This is an optimization exercise on Yosys and OpenROAD, whose aim is small area and a short achievable clock period, not a production implementation.
At most, simulation tests tie the RTL to the original design; equivalence was not proved.

==> inputs of job 1915 <==
==> flow/design.v (excerpt) <==
module add_jump_cpu (
    input               clk,
    input               rst,
    input        [15:0] value,
    input        [1:0]  dest,
    input        [1:0]  src,
    input               add,
    input               jump,
    input               prog,
    input               advance,
    output   [3:0]  pc,
    output   [15:0] o_b,
    output   [15:0] o_r0,
    output   [15:0] o_r1,
    output   [15:0] o_r2,
    output   [15:0] o_r3,
    output   [31:0] w2_dbg,
    output          asm_store_clk_dbg
);
==> module aj_ao16, before the edit <==
module aj_ao16 (
    input  [15:0] s,
    input  [15:0] d,
    output        y
);
    assign y = |(s & d);
endmodule
==> module aj_ob5, before the edit <==
module aj_ob5 (
    input  [3:0] s,
    input  [3:0] d,
    input        np,
    input        bi,
    output       y
);
    wire x0, x1, nb;
    aj_and2   u_nb (.a(np), .b(bi), .y(nb));
    aj_aoi22  u_x0 (.a0(s[0]), .b0(d[0]), .a1(s[1]), .b1(d[1]), .y(x0));
    aj_aoi221 u_x1 (.a0(s[2]), .b0(d[2]), .a1(s[3]), .b1(d[3]), .c(nb), .y(x1));
    aj_nand2  u_y  (.a(x0), .b(x1), .y(y));
endmodule
==> module aj_ohn, before the edit <==
module aj_ohn (
    input  j, a,
    input  q, b,
    input  h, c,
    output y
);
    assign y = (j & a) | (q & b) | (h & c);
endmodule
==> module aj_ohn0, before the edit <==
module aj_ohn0 (
    input  j, a,
    input  q, b,
    input  h, c,
    input  z,
    output y
);
    assign y = (j & a) | (q & b) | (h & c) | z;
endmodule
==> module add_jump_cpu, before the edit <==
module add_jump_cpu (
    input               clk,
    input               rst,
    input        [15:0] value,
    input        [1:0]  dest,
    input        [1:0]  src,
    input               add,
    input               jump,
    input               prog,
    input               advance,
    output   [3:0]  pc,
    output   [15:0] o_b,
    output   [15:0] o_r0,
    output   [15:0] o_r1,
    output   [15:0] o_r2,
    output   [15:0] o_r3,
    output   [31:0] w2_dbg,
    output          asm_store_clk_dbg
);
    reg  [3:0]  pc_r;
    reg  [15:0] r0, r1, r2, r3;
    reg  [20:0] mem [0:15];
    reg  [20:0] ir;
    wire        store = prog & (add | jump);
    wire [20:0] asm_inst = {jump, src, dest, value};
    assign w2_dbg = {5'b0, {3{jump}}, 2'b0, src, 2'b0, dest, value};
    assign asm_store_clk_dbg = store;
    wire [20:0] cur = prog ? asm_inst : ir;
    wire        c_jump = cur[20];
    wire [1:0]  c_rd   = cur[17:16];
    wire [15:0] c_imm  = cur[15:0];
    wire [3:0]  irsel = {ir[19:18] == 2'd3, ir[19:18] == 2'd2,
                         ir[19:18] == 2'd1, ir[19:18] == 2'd0};
    wire [15:0] b_ir;
    wire [15:0] b;
    wire [3:0]  ssel_lo, ssel_hi;
    wire        np_lo, np_hi;
    aj_srcdec u_sdec_lo (.prog(prog), .src(src), .s(ssel_lo), .np(np_lo));
    aj_srcdec u_sdec_hi (.prog(prog), .src(src), .s(ssel_hi), .np(np_hi));
    genvar j;
    generate
        for (j = 0; j < 16; j = j + 1) begin : rd_b
            aj_ao4 u_ir (.s(irsel), .d({r3[j], r2[j], r1[j], r0[j]}), .y(b_ir[j]));
            aj_ob5 u_b  (.s(j < 8 ? ssel_lo : ssel_hi), .d({r3[j], r2[j], r1[j], r0[j]}),
                         .np(j < 8 ? np_lo : np_hi), .bi(b_ir[j]), .y(b[j]));
        end
    endgenerate
    wire [15:0] result;
    adder_nbits u_add (
        .a (b),
        .b (c_imm & {16{~c_jump}}),
        .s (result)
    );
    always @(posedge clk) begin
        if (rst) begin
            r0 <= 16'h0; r1 <= 16'h0; r2 <= 16'h0; r3 <= 16'h0;
        end else if (advance) begin
            case (c_rd)
                2'd0: r0 <= result;
                2'd1: r1 <= result;
                2'd2: r2 <= result;
                default: r3 <= result;
            endcase
        end
    end
    wire [3:0] pc_next = rst     ? 4'h0 :
                         advance ? (c_jump ? c_imm[3:0] : pc_r + 4'h1) :
                                   pc_r;
    always @(posedge clk)
        pc_r <= pc_next;
    wire [15:0] oh_pc  = 16'h1 << pc_r;
    wire [15:0] oh_pc1 = {oh_pc[14:0], oh_pc[15]};
    wire [15:0] oh_jmp = 16'h1 << c_imm[3:0];
    wire        nx_j, nx_q, nx_h;
    wire [15:0] oh_next;
    aj_pcctl u_pcctl (.rst(rst), .advance(advance), .prog(prog), .jump(jump),
                      .ir_jump(ir[20]), .j(nx_j), .q(nx_q), .h(nx_h));
    aj_ohn0 u_nxt0 (.j(nx_j), .a(oh_jmp[0]), .q(nx_q), .b(oh_pc1[0]),
                    .h(nx_h), .c(oh_pc[0]), .z(rst), .y(oh_next[0]));
    genvar n;
    generate
        for (n = 1; n < 16; n = n + 1) begin : nxt
            aj_ohn u (.j(nx_j), .a(oh_jmp[n]), .q(nx_q), .b(oh_pc1[n]),
                      .h(nx_h), .c(oh_pc[n]), .y(oh_next[n]));
        end
    endgenerate
    genvar w;
    generate
        for (w = 0; w < 16; w = w + 1) begin : word
            always @(posedge clk)
                if (store && oh_pc[w])
                    mem[w] <= asm_inst;
        end
    endgenerate
    wire        hit = store && (pc_next == pc_r);
    wire [20:0] mem_next;
    genvar k;
    generate
        for (k = 0; k < 21; k = k + 1) begin : rd_ir
            aj_ao16 u (.s(oh_next),
                       .d({mem[15][k], mem[14][k], mem[13][k], mem[12][k],
                           mem[11][k], mem[10][k], mem[9][k],  mem[8][k],
                           mem[7][k],  mem[6][k],  mem[5][k],  mem[4][k],
                           mem[3][k],  mem[2][k],  mem[1][k],  mem[0][k]}),
                       .y(mem_next[k]));
        end
    endgenerate
    always @(posedge clk)
        ir <= hit ? asm_inst : mem_next;
    assign pc   = pc_r;
    assign o_b  = b;
    assign o_r0 = r0;
    assign o_r1 = r1;
    assign o_r2 = r2;
    assign o_r3 = r3;
endmodule
==> flow/config.mk <==
export PLATFORM = sky130hd
export DESIGN_NAME = add_jump_cpu
export DESIGN_NICKNAME = add_jump_cpu
export VERILOG_FILES = /design/flow/design.v
export SDC_FILE = /design/flow/constraint.sdc
export NUM_CORES = 4
export LEC_CHECK = 0
export CAP_MARGIN = 20
export CORE_MARGIN = 2
export CORE_UTILIZATION = 60
export SETUP_SLACK_MARGIN = 2.3
export SLEW_MARGIN = 20
export SYNTH_HIERARCHICAL = 1
==> flow/constraint.sdc <==
create_clock -name core_clock -period 5.5 [get_ports {clk}]
set_input_delay 1.1000 -clock core_clock [delete_from_list [all_inputs] [get_ports {clk}]]
set_output_delay 1.1000 -clock core_clock [all_outputs]
set_load 0.01 [all_outputs]
standard.sh (not shown) runs the stock make flow with config.mk's settings and CLKGATE_MAP_FILE= SYNTH_SCRIPT=/design/flow/synth_recipe.tcl, a recipe that flattens the netlist after the stock synthesis.
==> flow/flow/run.sh <==
#!/bin/bash
# Standard ORFS layout with three changes: ports are buffered with a plain
# buf_2 instead of the delay cell buffer_ports picks; adders are left as plain
# gates for ABC (no half/full adder cell extraction), so ABC can build a fast
# carry tree; and the clock tree uses clkbuf_8 leaves over larger clusters,
# without dummy loads.
set -euo pipefail
bash standard.sh finish \
    "BUFFER_PORTS_ARGS=-buffer_cell sky130_fd_sc_hd__buf_2" \
    ADDER_MAP_FILE= \
    "CTS_ARGS=-sink_clustering_enable -repair_clock_nets -dont_use_dummy_load -buf_list sky130_fd_sc_hd__clkbuf_8 -sink_clustering_size 16 -sink_clustering_max_diameter 60" \
    > standard_flow.log 2>&1
==> job 5739: changes against job 1915 <==
==> flow/design.v (replaced) <==
module adder_nbits (
    input  [15:0] a,
    input  [15:0] b,
    output [15:0] s
);
    wire [15:0] x;
    wire [15:0] g0n, t0n, g1, t1, g2n, t2n, g3, t3, g4n;
    genvar i;
    generate
        for (i = 0; i < 16; i = i + 1) begin : bits
            aj_pg u_pg (.a(a[i]), .b(b[i]), .gn(g0n[i]), .tn(t0n[i]), .x(x[i]));
            if (i >= 1) begin : l1
                aj_oai_gt u (.gh_n(g0n[i]), .th_n(t0n[i]), .gl_n(g0n[i-1]), .tl_n(t0n[i-1]),
                             .g(g1[i]), .t(t1[i]));
            end else begin : l1p
                aj_inv u (.a(g0n[i]), .y(g1[i]));
                assign t1[i] = 1'b0;
            end
            if (i >= 3) begin : l2
                aj_aoi_gt u (.gh(g1[i]), .th(t1[i]), .gl(g1[i-2]), .tl(t1[i-2]),
                             .g_n(g2n[i]), .t_n(t2n[i]));
            end else if (i >= 2) begin : l2g
                aj_aoi_g u (.gh(g1[i]), .th(t1[i]), .gl(g1[i-2]), .g_n(g2n[i]));
                assign t2n[i] = 1'b1;
            end else begin : l2p
                aj_inv u (.a(g1[i]), .y(g2n[i]));
                assign t2n[i] = 1'b1;
            end
            if (i >= 7) begin : l3
                aj_oai_gt u (.gh_n(g2n[i]), .th_n(t2n[i]), .gl_n(g2n[i-4]), .tl_n(t2n[i-4]),
                             .g(g3[i]), .t(t3[i]));
            end else if (i >= 4) begin : l3g
                aj_oai_g u (.gh_n(g2n[i]), .th_n(t2n[i]), .gl_n(g2n[i-4]), .g(g3[i]));
                assign t3[i] = 1'b0;
            end else begin : l3p
                aj_inv u (.a(g2n[i]), .y(g3[i]));
                assign t3[i] = 1'b0;
            end
            if (i >= 8 && i < 15) begin : l4g
                aj_aoi_g u (.gh(g3[i]), .th(t3[i]), .gl(g3[i-8]), .g_n(g4n[i]));
            end else if (i < 8) begin : l4p
                aj_inv u (.a(g3[i]), .y(g4n[i]));
            end else begin : l4x
                assign g4n[i] = 1'b1;
            end
            if (i == 0) begin : s0
                assign s[i] = x[i];
            end else begin : sn
                aj_xnor u (.a(x[i]), .b(g4n[i-1]), .y(s[i]));
            end
        end
    endgenerate
endmodule
module aj_pg (input a, input b, output gn, output tn, output x);
    assign gn = ~(a & b);
    assign tn = ~(a | b);
    assign x  = a ^ b;
endmodule
module aj_oai_gt (input gh_n, input th_n, input gl_n, input tl_n, output g, output t);
    assign g = ~(gh_n & (th_n | gl_n));
    assign t = ~(th_n | tl_n);
endmodule
module aj_oai_g (input gh_n, input th_n, input gl_n, output g);
    assign g = ~(gh_n & (th_n | gl_n));
endmodule
module aj_aoi_gt (input gh, input th, input gl, input tl, output g_n, output t_n);
    assign g_n = ~(gh | (th & gl));
    assign t_n = ~(th & tl);
endmodule
module aj_aoi_g (input gh, input th, input gl, output g_n);
    assign g_n = ~(gh | (th & gl));
endmodule
module aj_inv (input a, output y);
    assign y = ~a;
endmodule
module aj_xnor (input a, input b, output y);
    assign y = ~(a ^ b);
endmodule
module add_jump_cpu (
    input               clk,
    input               rst,
    input        [15:0] value,
    input        [1:0]  dest,
    input        [1:0]  src,
    input               add,
    input               jump,
    input               prog,
    input               advance,
    output   [3:0]  pc,
    output   [15:0] o_b,
    output   [15:0] o_r0,
    output   [15:0] o_r1,
    output   [15:0] o_r2,
    output   [15:0] o_r3,
    output   [31:0] w2_dbg,
    output          asm_store_clk_dbg
);
    reg  [3:0]  pc_r;
    reg  [15:0] r0, r1, r2, r3;
    reg  [20:0] mem [0:15];
    reg  [20:0] ir;
    wire        store = prog & (add | jump);
    wire [20:0] asm_inst = {jump, src, dest, value};
    assign w2_dbg = {5'b0, {3{jump}}, 2'b0, src, 2'b0, dest, value};
    assign asm_store_clk_dbg = store;
    wire [20:0] cur = prog ? asm_inst : ir;
    wire        c_jump = cur[20];
    wire [1:0]  c_rd   = cur[17:16];
    wire [15:0] c_imm  = cur[15:0];
    function [15:0] rsel(input [1:0] a, input [15:0] x0, x1, x2, x3);
        case (a)
            2'd0: rsel = x0;
            2'd1: rsel = x1;
            2'd2: rsel = x2;
            default: rsel = x3;
        endcase
    endfunction
    wire [15:0] b_src = rsel(src, r0, r1, r2, r3);
    wire [15:0] b_ir  = rsel(ir[19:18], r0, r1, r2, r3);
    wire [15:0] b     = prog ? b_src : b_ir;
    wire [15:0] result;
    adder_nbits u_add (
        .a (b),
        .b (c_imm & {16{~c_jump}}),
        .s (result)
    );
    always @(posedge clk) begin
        if (rst) begin
            r0 <= 16'h0; r1 <= 16'h0; r2 <= 16'h0; r3 <= 16'h0;
        end else if (advance) begin
            case (c_rd)
                2'd0: r0 <= result;
                2'd1: r1 <= result;
                2'd2: r2 <= result;
                default: r3 <= result;
            endcase
        end
    end
    wire [3:0] pc_next = rst     ? 4'h0 :
                         advance ? (c_jump ? c_imm[3:0] : pc_r + 4'h1) :
                                   pc_r;
    always @(posedge clk)
        pc_r <= pc_next;
    genvar w;
    generate
        for (w = 0; w < 16; w = w + 1) begin : word
            always @(posedge clk)
                if (store && pc_r == w)
                    mem[w] <= asm_inst;
        end
    endgenerate
    wire        hit = store && (pc_next == pc_r);
    wire [20:0] mem_next = mem[pc_next];
    always @(posedge clk)
        ir <= hit ? asm_inst : mem_next;
    assign pc   = pc_r;
    assign o_b  = b;
    assign o_r0 = r0;
    assign o_r1 = r1;
    assign o_r2 = r2;
    assign o_r3 = r3;
endmodule
==> job 7494: changes against job 1915 <==
--- a/flow/design.v
+++ b/flow/design.v
@@ -81,16 +81,29 @@
     input  [3:0] d,
     output       y
 );
     assign y = |(s & d);
 endmodule
+module aj_ao8 (
+    input  [7:0] s,
+    input  [7:0] d,
+    output       y
+);
+    assign y = |(s & d);
+endmodule
+module aj_or2 (input a, input b, output y);
+    assign y = a | b;
+endmodule
 module aj_ao16 (
     input  [15:0] s,
     input  [15:0] d,
     output        y
 );
-    assign y = |(s & d);
+    wire lo, hi;
+    aj_ao8 u_lo (.s(s[7:0]),  .d(d[7:0]),  .y(lo));
+    aj_ao8 u_hi (.s(s[15:8]), .d(d[15:8]), .y(hi));
+    aj_or2 u_y  (.a(lo), .b(hi), .y(y));
 endmodule
 module aj_aoi22 (input a0, input b0, input a1, input b1, output y);
     assign y = ~((a0 & b0) | (a1 & b1));
 endmodule
 module aj_aoi221 (input a0, input b0, input a1, input b1, input c, output y);
@@ -99,23 +112,29 @@
 module aj_nand2 (input a, input b, output y);
     assign y = ~(a & b);
 endmodule
 module aj_and2 (input a, input b, output y);
     assign y = a & b;
+endmodule
+module aj_nor2 (input a, input b, output y);
+    assign y = ~(a | b);
+endmodule
+module aj_inv1 (input a, output y);
+    assign y = ~a;
 endmodule
 module aj_ob5 (
     input  [3:0] s,
     input  [3:0] d,
     input        np,
     input        bi,
     output       y
 );
-    wire x0, x1, nb;
-    aj_and2   u_nb (.a(np), .b(bi), .y(nb));
-    aj_aoi22  u_x0 (.a0(s[0]), .b0(d[0]), .a1(s[1]), .b1(d[1]), .y(x0));
-    aj_aoi221 u_x1 (.a0(s[2]), .b0(d[2]), .a1(s[3]), .b1(d[3]), .c(nb), .y(x1));
-    aj_nand2  u_y  (.a(x0), .b(x1), .y(y));
+    wire x0, x1, x2;
+    aj_aoi22 u_x0 (.a0(s[0]), .b0(d[0]), .a1(s[1]), .b1(d[1]), .y(x0));
+    aj_aoi22 u_x1 (.a0(s[2]), .b0(d[2]), .a1(s[3]), .b1(d[3]), .y(x1));
+    aj_nand2 u_x2 (.a(np), .b(bi), .y(x2));
+    aj_nand3 u_y  (.a(x0), .b(x1), .c(x2), .y(y));
 endmodule
 module aj_srcdec (
     input        prog,
     input  [1:0] src,
     output [3:0] s,
@@ -137,26 +156,41 @@
     wire cj = prog ? jump : ir_jump;
     assign j = ~rst & advance & cj;
     assign q = ~rst & advance & ~cj;
     assign h = ~rst & ~advance;
 endmodule
+module aj_nand3 (input a, input b, input c, output y);
+    assign y = ~(a & b & c);
+endmodule
+module aj_nand4 (input a, input b, input c, input d, output y);
+    assign y = ~(a & b & c & d);
+endmodule
 module aj_ohn (
     input  j, a,
     input  q, b,
     input  h, c,
     output y
 );
-    assign y = (j & a) | (q & b) | (h & c);
+    wire x0, x1, x2;
+    aj_nand2 u0 (.a(j), .b(a), .y(x0));
+    aj_nand2 u1 (.a(q), .b(b), .y(x1));
+    aj_nand2 u2 (.a(h), .b(c), .y(x2));
+    aj_nand3 u3 (.a(x0), .b(x1), .c(x2), .y(y));
 endmodule
 module aj_ohn0 (
     input  j, a,
     input  q, b,
     input  h, c,
     input  z,
     output y
 );
-    assign y = (j & a) | (q & b) | (h & c) | z;
+    wire x0, x1, x2, zn;
+    aj_nand2 u0 (.a(j), .b(a), .y(x0));
+    aj_nand2 u1 (.a(q), .b(b), .y(x1));
+    aj_nand2 u2 (.a(h), .b(c), .y(x2));
+    aj_nand2 u3 (.a(z), .b(z), .y(zn));
+    aj_nand4 u4 (.a(x0), .b(x1), .c(x2), .d(zn), .y(y));
 endmodule
 module add_jump_cpu (
     input               clk,
     input               rst,
     input        [15:0] value,
@@ -227,21 +261,26 @@
     always @(posedge clk)
         pc_r <= pc_next;
     wire [15:0] oh_pc  = 16'h1 << pc_r;
     wire [15:0] oh_pc1 = {oh_pc[14:0], oh_pc[15]};
     wire [15:0] oh_jmp = 16'h1 << c_imm[3:0];
-    wire        nx_j, nx_q, nx_h;
+    wire [3:0]  nx_j, nx_q, nx_h;
     wire [15:0] oh_next;
-    aj_pcctl u_pcctl (.rst(rst), .advance(advance), .prog(prog), .jump(jump),
-                      .ir_jump(ir[20]), .j(nx_j), .q(nx_q), .h(nx_h));
-    aj_ohn0 u_nxt0 (.j(nx_j), .a(oh_jmp[0]), .q(nx_q), .b(oh_pc1[0]),
-                    .h(nx_h), .c(oh_pc[0]), .z(rst), .y(oh_next[0]));
+    genvar c;
+    generate
+        for (c = 0; c < 4; c = c + 1) begin : nctl
+            aj_pcctl u (.rst(rst), .advance(advance), .prog(prog), .jump(jump),
+                        .ir_jump(ir[20]), .j(nx_j[c]), .q(nx_q[c]), .h(nx_h[c]));
+        end
+    endgenerate
+    aj_ohn0 u_nxt0 (.j(nx_j[0]), .a(oh_jmp[0]), .q(nx_q[0]), .b(oh_pc1[0]),
+                    .h(nx_h[0]), .c(oh_pc[0]), .z(rst), .y(oh_next[0]));
     genvar n;
     generate
         for (n = 1; n < 16; n = n + 1) begin : nxt
-            aj_ohn u (.j(nx_j), .a(oh_jmp[n]), .q(nx_q), .b(oh_pc1[n]),
-                      .h(nx_h), .c(oh_pc[n]), .y(oh_next[n]));
+            aj_ohn u (.j(nx_j[n/4]), .a(oh_jmp[n]), .q(nx_q[n/4]), .b(oh_pc1[n]),
+                      .h(nx_h[n/4]), .c(oh_pc[n]), .y(oh_next[n]));
         end
     endgenerate
     genvar w;
     generate
         for (w = 0; w < 16; w = w + 1) begin : word
--- a/flow/flow/run.sh
+++ b/flow/flow/run.sh
@@ -5,8 +5,8 @@
 # carry tree; and the clock tree uses clkbuf_8 leaves over larger clusters,
 # without dummy loads.
 set -euo pipefail
 bash standard.sh finish \
     "BUFFER_PORTS_ARGS=-buffer_cell sky130_fd_sc_hd__buf_2" \
-    ADDER_MAP_FILE= \
+    ADDER_MAP_FILE= MATCH_CELL_FOOTPRINT=0 \
     "CTS_ARGS=-sink_clustering_enable -repair_clock_nets -dont_use_dummy_load -buf_list sky130_fd_sc_hd__clkbuf_8 -sink_clustering_size 16 -sink_clustering_max_diameter 60" \
     > standard_flow.log 2>&1
==> impl_metrics.toml <==
[run_status]
status = "timing/DRC/antenna clean"

[global_routing]
gr-usage-met1_pct = 44.75
grt_first_pass_wirelength_um = 82370
grt_max_degree = 70

[drt]
routed.top_layer = "met4"

[min_path]
hold_path_startpoint = "mem[0][7]$_DFFE_PP_"
hold_end = "ir[7]$_DFF_P_"

[power]
pg_clk_mw = 1.60
switching_share_pct = 36.10
total_power_mw = 8.781

[sta]
worstMarginPinSlew_ns = 1.087

[finish]
multi_input_area_um2 = 7022
n_clock_buffer = 38
That was job 5739.
==> impl_metrics.toml <==
[drt]
routed.top_layer = "met5"

[power]
total_power_mw = 6.477
pg_clk_mw = 1.51

[sta]
worstMarginPinSlew_ns = 0.7604

[critical_path]
endpoint = "o_b[7]"

[global_routing]
gr-usage-met1_pct = 43.66
grt_max_degree = 75

[finish]
n_clock_buffer = 35
multi_input_area_um2 = 6469

[min_path]
hold_path_startpoint = "r3[10]$_SDFFE_PP0P_"

[run_status]
status = "timing/DRC/antenna clean"
That was job 7494.
==> impl_metrics.toml <==
[drt]
routed.top_layer = "met4"

[finish]
multi_input_area_um2 = 6720

[global_routing]
grt_first_pass_wirelength_um = 72970
grt_max_degree = 60

[power]
switching_share_pct = 27.63
total_power_mw = 6.422
pg_clk_mw = 1.51

[run_status]
status = "timing/DRC/antenna clean"

[sta]
worstMarginPinSlew_ns = 1.101
That was job 1915.
No functional check of the RTL was part of job 1915 and job 5739.

## what the ideal ports hide
In the flow no input, the clock included, has a driving cell. The finished layouts below were timed again as built, in two steps.
Step 1, drivers: a clkbuf_16 drives clk and a buf_2 each remaining input, both assumed.
Step 2 moves the port delays by t, midway between the first and last clock arrival at a register: inputs arrive t later, outputs are due t later. That takes back most of the time a late clock gives input paths.
a / b / c = no drivers / after step 1 / after step 2; a / b = the first two.
run	t, ns	setup WS [ns]	worst setup path after step 2	slew at the worst register clock pin (ns)	cell pins on the clock port's net
job 1915	0.591	2.170 / 2.081 / 1.720	input to register	0.10 / 0.10	1
job 5739	0.593	2.277 / 2.139 / 1.638	input to register	0.10 / 0.10	1
job 7494	0.585	2.228 / 2.160 / 1.651	input to register	0.10 / 0.10	1
After both steps every run listed still meets setup and hold. For job 5739, which loses most, drivers alone change the setup slack by -0.138 ns; drivers and shift together by -0.639 ns.
